This is an optimization exercise on Yosys and OpenROAD, whose aim is small area, not a production implementation.
Only simulation tests tie the RTL to the original design; equivalence was not proved.
Power is estimated from default activity; no workload was simulated.

## red
==> flow/design.v (excerpt) <==
module clock_route_control_div(
	input  wire clock,
	input  wire async_resetn,
	input  wire async_enable,
	output  reg async_enable_ack,
	input  wire async_update,
	output wire async_update_ack,
	input  wire [7:0] mfi,
	input  wire [7:0] mfn,
	input  wire [7:0] mfd,
	output wire control_path_data0_or_gate,
	output wire control_path_data1_and_gate
);
For scale: about 32 I/O pins, roughly 2800 um^2 of cells after synthesis.
export LEC_CHECK = 0
export CAP_MARGIN = 20
export CORE_MARGIN = 2
export CORE_UTILIZATION = 40
export SETUP_SLACK_MARGIN = -0.3
export SLEW_MARGIN = 20
create_clock -name core_clock -period 5.0 [get_ports {clock}]
standard.sh (not shown) runs the stock make flow with config.mk's settings and CLKGATE_MAP_FILE= SYNTH_SCRIPT=/design/flow/synth_recipe.tcl, a recipe that flattens the netlist after the stock synthesis.
==> flow/flow/run.sh <==
#!/bin/bash
# Standard synthesis and layout, with three changes to how the layout is made:
# the combinational logic is re-mapped for area before floorplanning
# (flow/restructure.tcl), port buffers use the smallest buffer, and the
# clock tree is built without dummy loads.
set -e
mkdir -p rmp_work
export PRE_FLOORPLAN_TCL=$PWD/flow/restructure.tcl
export BUFFER_PORTS_ARGS="-buffer_cell sky130_fd_sc_hd__buf_1"
export CTS_ARGS="-sink_clustering_enable -repair_clock_nets -dont_use_dummy_load -buf_list {sky130_fd_sc_hd__clkbuf_2 sky130_fd_sc_hd__clkbuf_4}"
bash standard.sh > standard.log 2>&1
==> flow/flow/filter_lib.py <==
#!/usr/bin/env python3
"""Write a copy of a liberty file without the cells that match the given
don't-use patterns (shell-style), so that ABC inside restructure cannot pick them."""
import fnmatch, re, sys

src, dst = sys.argv[1], sys.argv[2]
patterns = sys.argv[3].split()
text = open(src).read()
out = []
pos = 0
dropped = []
for m in re.finditer(r'\n(\s*)cell\s*\(\s*"?([\w]+)"?\s*\)\s*\{', text):
    if m.start() < pos:
        continue
    name = m.group(2)
    if not any(fnmatch.fnmatchcase(name, p) for p in patterns):
        continue
    # find the matching closing brace
    depth = 0
    i = m.end() - 1
    while True:
        c = text[i]
        if c == '{':
            depth += 1
        elif c == '}':
            depth -= 1
            if depth == 0:
                break
        i += 1
    out.append(text[pos:m.start()])
    pos = i + 1
    dropped.append(name)
out.append(text[pos:])
open(dst, 'w').write(''.join(out))
print("filter_lib: dropped %d cells: %s" % (len(dropped), ' '.join(dropped)))
==> flow/flow/restructure.tcl <==
# PRE_FLOORPLAN hook: re-map the combinational logic of the standard
# synthesis netlist for area with OpenROAD's restructure (ABC). Registers,
# their names and cell types are left as synthesis made them. ABC gets a
# copy of the library without the platform's don't-use cells.
set work [file dirname $::env(FLOW_OUT)]
set lib [lindex $::env(LIB_FILES) 0]
set rlib $work/rmp_lib.lib
exec python3 $work/flow/filter_lib.py $lib $rlib $::env(DONT_USE_CELLS) >@ stdout
set_dont_use $::env(DONT_USE_CELLS)
report_design_area
restructure -target area -liberty_file $rlib \
  -tielo_port sky130_fd_sc_hd__conb_1/LO -tiehi_port sky130_fd_sc_hd__conb_1/HI \
  -work_dir $work/rmp_work -abc_logfile $work/rmp_abc.log
report_design_area
What blue does differently from red at the input level:
Settings: changing CORE_UTILIZATION from 40 to 55.
--- a/flow/flow/run.sh
+++ b/flow/flow/run.sh
@@ -8,4 +8,4 @@
 export PRE_FLOORPLAN_TCL=$PWD/flow/restructure.tcl
 export BUFFER_PORTS_ARGS="-buffer_cell sky130_fd_sc_hd__buf_1"
-export CTS_ARGS="-sink_clustering_enable -repair_clock_nets -dont_use_dummy_load -buf_list {sky130_fd_sc_hd__clkbuf_2 sky130_fd_sc_hd__clkbuf_4}"
+export CTS_ARGS="-sink_clustering_enable -repair_clock_nets -dont_use_dummy_load -buf_list sky130_fd_sc_hd__clkbuf_4"
 bash standard.sh > standard.log 2>&1
Notes after the runs:
red leaves more setup margin than blue.
Summary of blue over red: wire length after detailed routing decreased 99 um, number of ordinary and repair buffers in the finished layout roughly the same, cell area saw a decrease.
Compared with red, maximum frequency in blue decreased slightly.
Relative to blue, the following input files were edited for green:
Settings: CORE_UTILIZATION changed from 55 to 65.
[summary]
- green against blue; area used by multi-input combinational logic is up slightly.
- Sequential portion of the cell area: green and blue compared, higher one is green
- Changes observed in green relative to blue: die area decreased by about 15% relative to the old numbers; initial core utilization increased by 10 points relative to the old numbers.
- Between blue and green, met1 track utilization from global routing increased.

========
Another version of the RTL of clock_route_control_div (not shown whole).
For scale: ~310 cells after synthesis, ~58 flip-flops, roughly 32 I/O pins, roughly 2900 um^2 of cells after synthesis.
Settings: LEC_CHECK=0, CAP_MARGIN=20, CORE_MARGIN=2, CORE_UTILIZATION=55, SLEW_MARGIN=20; clock period 5.0 ns.
==> flow/flow/run.sh <==
#!/bin/bash
# Standard synthesis and layout; port buffers use the smallest buffer and
# the clock tree is built without dummy loads.
set -e
export BUFFER_PORTS_ARGS="-buffer_cell sky130_fd_sc_hd__buf_1"
export CTS_ARGS="-sink_clustering_enable -repair_clock_nets -dont_use_dummy_load -buf_list sky130_fd_sc_hd__clkbuf_4"
bash standard.sh > standard.log 2>&1
Next try:
--- a/flow/config.mk
+++ b/flow/config.mk
@@ -8,4 +8,4 @@
 export CAP_MARGIN = 20
 export CORE_MARGIN = 2
-export CORE_UTILIZATION = 55
+export CORE_UTILIZATION = 40
 export SLEW_MARGIN = 20
What happened: Global-route usage shrinks by 6.4 points; final cell count grows by 6.8%; fmax fell by 0.52%; total power drops by 2.3%; sequential share of layout area drops by 0.29 points; clock power hardly moves; die area rises by 35%.
Next try:
--- a/flow/config.mk
+++ b/flow/config.mk
@@ -6,6 +6,6 @@
 export NUM_CORES = 4
 export LEC_CHECK = 0
-export CAP_MARGIN = 20
+export CAP_MARGIN = 0
 export CORE_MARGIN = 2
 export CORE_UTILIZATION = 40
-export SLEW_MARGIN = 20
+export SLEW_MARGIN = 0
The new run completed with no timing, DRC or antenna violations; total power barely changes; final area stays flat; combinational power stays flat; via count rises by 0.96%.
Next try:
--- a/flow/config.mk
+++ b/flow/config.mk
@@ -9,3 +9,4 @@
 export CORE_MARGIN = 2
 export CORE_UTILIZATION = 40
+export PLACE_DENSITY = 0.75
 export SLEW_MARGIN = 0
Effect: Clock skew fell by 7.1 ps. Maximum frequency falls by 0.83%. Routed wire length increases by 3.5%. Total power rises by 0.65%.

what the ideal ports hide:
The flow's constraints put no driver on any port. The routed layouts listed below were extracted and timed again, unchanged, in two steps.
Step 1 sets driving cells, clkbuf_16 on the clock port and buf_2 on the other inputs (assumed; they add their load-dependent delay and slew).
Step 2 also shifts input and output timing later by t, the mid clock arrival at the registers, as if the neighbouring blocks saw the same clock.
Three values: ideal ports, drivers, drivers and shift; two values: the first two.
run	t (ns)	slack for setup (ns)	worst setup path after step 2
red	0.408	0.589 / 0.589 / 0.589	register to register
blue	0.418	0.566 / 0.566 / 0.566	register to register
green	0.410	0.338 / 0.338 / 0.338	register to register
the first run of note 2	0.407	0.199 / 0.199 / 0.199	register to register
the second run of note 2	0.408	0.174 / 0.174 / 0.174	register to register
the third run of note 2	0.404	0.192 / 0.192 / 0.192	register to register
the fourth run of note 2	0.398	0.151 / 0.151 / 0.151	register to register
After both steps every run listed still meets setup and hold.
